Context: an optimization exercise on an open-source flow, tuned for small area. The choices shown serve that exercise and are no tape-out recipe.
Where RTL was checked, it was by simulation tests only, not by an equivalence proof against the original.
Power and IR drop assume default switching activity.

Design nChannelServoController, start of the top module:
module nChannelServoController (
	input clock,
	input reset,
	input [7:0] control,
	input [3:0] address,
	input load,
	output [15:0] pwm,
	output reg [6:0] decodedValue1,
	output reg [6:0] decodedValue2
);
Size in the first run: roughly 210 flip-flops, ~45 I/O pins, about 5800 um2 of cells after synthesis.
Settings: LEC_CHECK=0, ABC_AREA=1, CAP_MARGIN=20, CORE_MARGIN=2, CORE_UTILIZATION=60, CTS_BUF_LIST=sky130_fd_sc_hd__clkbuf_4, CTS_CLUSTER_DIAMETER=100, CTS_CLUSTER_SIZE=9, SLEW_MARGIN=20; clock period 20.0 ns.
standard.sh (not shown) runs the stock make flow with config.mk's settings and CLKGATE_MAP_FILE= SYNTH_SCRIPT=/design/flow/synth_recipe.tcl, a recipe that flattens the netlist after the stock synthesis.
==> flow/flow/run.sh <==
#!/bin/bash
# The standard layout (standard.sh) with these changes:
#  - synthesis maps the combinational logic with flow/abc_area.script, an
#    area-only abc mapping (see flow/synth.tcl), and leaves adders to abc
#    instead of extracting half/full adder cells first (ADDER_MAP_FILE empty);
#    registers are mapped exactly as in the standard flow's synthesis;
#  - clock tree synthesis adds no dummy loads (CTS_ARGS);
#  - the input and output port buffers are made from the smallest buffer cell
#    (sky130_fd_sc_hd__buf_1) instead of the one buffer_ports picks by default.
# The make output goes to standard.log; ORFS keeps each step's log in orfs/logs.
set -euo pipefail
export FLOW_WORK="$PWD"
export BUFFER_PORTS_ARGS="-buffer_cell sky130_fd_sc_hd__buf_1"
# CTS as ORFS runs it from config.mk's CTS settings, without dummy loads.
export CTS_ARGS="-sink_clustering_enable -repair_clock_nets -sink_clustering_size 9 -sink_clustering_max_diameter 100 -buf_list sky130_fd_sc_hd__clkbuf_4 -dont_use_dummy_load"
sed "s#SYNTH_SCRIPT=[^ ]*#SYNTH_SCRIPT=$PWD/flow/synth.tcl ADDER_MAP_FILE=#" standard.sh > own.sh
grep -q "SYNTH_SCRIPT=$PWD/flow/synth.tcl ADDER_MAP_FILE=" own.sh
bash own.sh > standard.log 2>&1
==> flow/flow/abc_area.script <==
strash
ifraig
dch
map -a
strash
dch
map -a
topo
dnsize -c
==> flow/flow/synth.tcl <==
# The standard flow's synthesis script (synth_recipe.tcl, run unchanged) with one change:
# the abc call that maps the combinational logic reads flow/abc_area.script,
# an area-only mapping, instead of ORFS's abc_area.script. Registers are
# mapped before abc, by dfflibmap, exactly as in the standard synthesis.
set my_abc_script [file join $::env(FLOW_WORK) flow abc_area.script]
proc abc {args} {
  set i [lsearch -exact $args -script]
  if { $i >= 0 } {
    set args [lreplace $args [expr { $i + 1 }] [expr { $i + 1 }] $::my_abc_script]
  }
  puts "abc script: $::my_abc_script"
  yosys abc {*}$args
}
source [file join $::env(FLOW_WORK) synth_recipe.tcl]
The first run passed the timing, DRC and antenna checks.
Change:
--- a/flow/flow/run.sh
+++ b/flow/flow/run.sh
@@ -14,3 +14,3 @@
 # CTS as ORFS runs it from config.mk's CTS settings, without dummy loads.
-export CTS_ARGS="-sink_clustering_enable -repair_clock_nets -sink_clustering_size 9 -sink_clustering_max_diameter 100 -buf_list sky130_fd_sc_hd__clkbuf_4 -dont_use_dummy_load"
+export CTS_ARGS="-sink_clustering_enable -repair_clock_nets -sink_clustering_size 10 -sink_clustering_max_diameter 100 -buf_list sky130_fd_sc_hd__clkbuf_4 -dont_use_dummy_load"
 sed "s#SYNTH_SCRIPT=[^ ]*#SYNTH_SCRIPT=$PWD/flow/synth.tcl ADDER_MAP_FILE=#" standard.sh > own.sh
- CTS_CLUSTER_SIZE: 9 -> 10
Count of clock-buffer cells in the layout shrinks by 3.
Cell area decreases slightly.
Total power decreases slightly.

---

Another version of the RTL of nChannelServoController (not shown whole).
For scale: ~520 cells after synthesis, ~210 flip-flops, roughly 45 I/O pins, ~5900 um^2 of cells after synthesis.
==> flow/config.mk <==
export PLATFORM = sky130hd
export DESIGN_NAME = nChannelServoController
export DESIGN_NICKNAME = nChannelServoController
export VERILOG_FILES = /design/flow/design.v
export SDC_FILE = /design/flow/constraint.sdc
export NUM_CORES = 4
export LEC_CHECK = 0
export ABC_AREA = 1
export CAP_MARGIN = 20
export CORE_MARGIN = 2
export CORE_UTILIZATION = 60
export CTS_BUF_LIST = sky130_fd_sc_hd__clkbuf_8
export CTS_CLUSTER_DIAMETER = 100
export CTS_CLUSTER_SIZE = 16
export SLEW_MARGIN = 20
==> flow/constraint.sdc <==
create_clock -name core_clock -period 20.0 [get_ports {clock}]
set_input_delay 4.0000 -clock core_clock [delete_from_list [all_inputs] [get_ports {clock}]]
set_output_delay 4.0000 -clock core_clock [all_outputs]
set_load 0.01 [all_outputs]
==> flow/flow/run.sh <==
#!/bin/bash
# The standard layout (standard.sh) with these changes:
#  - synthesis maps the combinational logic with flow/abc_area.script, an
#    area-only abc mapping (see flow/synth.tcl), and leaves adders to abc
#    instead of extracting half/full adder cells first (ADDER_MAP_FILE empty);
#    registers are mapped exactly as in the standard flow's synthesis;
#  - clock tree synthesis adds no dummy loads (CTS_ARGS);
#  - the input and output port buffers are made from the smallest buffer cell
#    (sky130_fd_sc_hd__buf_1) instead of the one buffer_ports picks by default.
# The make output goes to standard.log; ORFS keeps each step's log in orfs/logs.
set -euo pipefail
export FLOW_WORK="$PWD"
export BUFFER_PORTS_ARGS="-buffer_cell sky130_fd_sc_hd__buf_1"
# CTS as ORFS runs it from config.mk's CTS settings, without dummy loads.
export CTS_ARGS="-sink_clustering_enable -repair_clock_nets -sink_clustering_size 10 -sink_clustering_max_diameter 100 -buf_list sky130_fd_sc_hd__clkbuf_4 -dont_use_dummy_load"
sed "s#SYNTH_SCRIPT=[^ ]*#SYNTH_SCRIPT=$PWD/flow/synth.tcl ADDER_MAP_FILE=#" standard.sh > own.sh
grep -q "SYNTH_SCRIPT=$PWD/flow/synth.tcl ADDER_MAP_FILE=" own.sh
bash own.sh > standard.log 2>&1
Scripts as last shown in full above: flow/flow/abc_area.script, flow/flow/synth.tcl
Next try:
--- a/flow/flow/run.sh
+++ b/flow/flow/run.sh
@@ -13,5 +13,5 @@
 export BUFFER_PORTS_ARGS="-buffer_cell sky130_fd_sc_hd__buf_1"
 # CTS as ORFS runs it from config.mk's CTS settings, without dummy loads.
-export CTS_ARGS="-sink_clustering_enable -repair_clock_nets -sink_clustering_size 10 -sink_clustering_max_diameter 100 -buf_list sky130_fd_sc_hd__clkbuf_4 -dont_use_dummy_load"
+export CTS_ARGS="-sink_clustering_enable -repair_clock_nets -sink_clustering_size 16 -sink_clustering_max_diameter 100 -buf_list sky130_fd_sc_hd__clkbuf_8 -dont_use_dummy_load"
 sed "s#SYNTH_SCRIPT=[^ ]*#SYNTH_SCRIPT=$PWD/flow/synth.tcl ADDER_MAP_FILE=#" standard.sh > own.sh
 grep -q "SYNTH_SCRIPT=$PWD/flow/synth.tcl ADDER_MAP_FILE=" own.sh
What happened: The changed run ran to the end with no violations. Cell count shrinks by about 1.1%. Die area stays the same. Register-to-register slack is worse by 50 ps. Hold slack is worse by 50 ps.
Next try:
--- a/flow/flow/run.sh
+++ b/flow/flow/run.sh
@@ -13,5 +13,5 @@
 export BUFFER_PORTS_ARGS="-buffer_cell sky130_fd_sc_hd__buf_1"
 # CTS as ORFS runs it from config.mk's CTS settings, without dummy loads.
-export CTS_ARGS="-sink_clustering_enable -repair_clock_nets -sink_clustering_size 16 -sink_clustering_max_diameter 100 -buf_list sky130_fd_sc_hd__clkbuf_8 -dont_use_dummy_load"
+export CTS_ARGS="-sink_clustering_enable -repair_clock_nets -sink_clustering_size 24 -sink_clustering_max_diameter 100 -buf_list sky130_fd_sc_hd__clkbuf_16 -dont_use_dummy_load"
 sed "s#SYNTH_SCRIPT=[^ ]*#SYNTH_SCRIPT=$PWD/flow/synth.tcl ADDER_MAP_FILE=#" standard.sh > own.sh
 grep -q "SYNTH_SCRIPT=$PWD/flow/synth.tcl ADDER_MAP_FILE=" own.sh
=> The new run produced a clean layout; count of clock-buffer cells in the layout falls by 5; cell area is higher slightly; via count shrinks slightly; sequential power barely changes; first-iteration DRC count came out lower by a few percent; core utilization came out higher by 0.68 points; worst setup slack improves by 17 ps.
Function was not checked in any run of this note: the RTL went through the layout flow alone.

## port drivers added, routing unchanged
No port has a modelled driver above. Below, the same layouts with a new extraction and two added sets of constraints.
Step 1, drivers: a clkbuf_16 drives clock and a buf_2 each remaining input, both assumed.
Step 2 also shifts input and output timing later by t, the mid clock arrival at the registers, as if the neighbouring blocks saw the same clock.
Three values: ideal ports, drivers, drivers and shift; two values: the first two.
| run | t (ns) | setup slack, ns | hold WS [ns] | worst data-port slew with drivers (ns) |
|---|---|---|---|---|
| the first run of note 1 | 0.574 | 10.627 / 10.601 / 10.601 | 0.308 / 0.308 / 0.308 | 0.03 |
| the second run of note 1 | 0.591 | 10.612 / 10.586 / 10.586 | 0.324 / 0.324 / 0.324 | 0.03 |
| the first run of note 2 | 0.600 | 10.757 / 10.735 / 10.735 | 0.328 / 0.328 / 0.328 | 0.05 |
| the second run of note 2 | 0.484 | 10.803 / 10.778 / 10.778 | 0.278 / 0.278 / 0.278 | 0.05 |
| the third run of note 2 | 0.473 | 10.820 / 10.795 / 10.795 | 0.315 / 0.315 / 0.315 | 0.05 |
After both steps setup and hold are still met in every run listed.
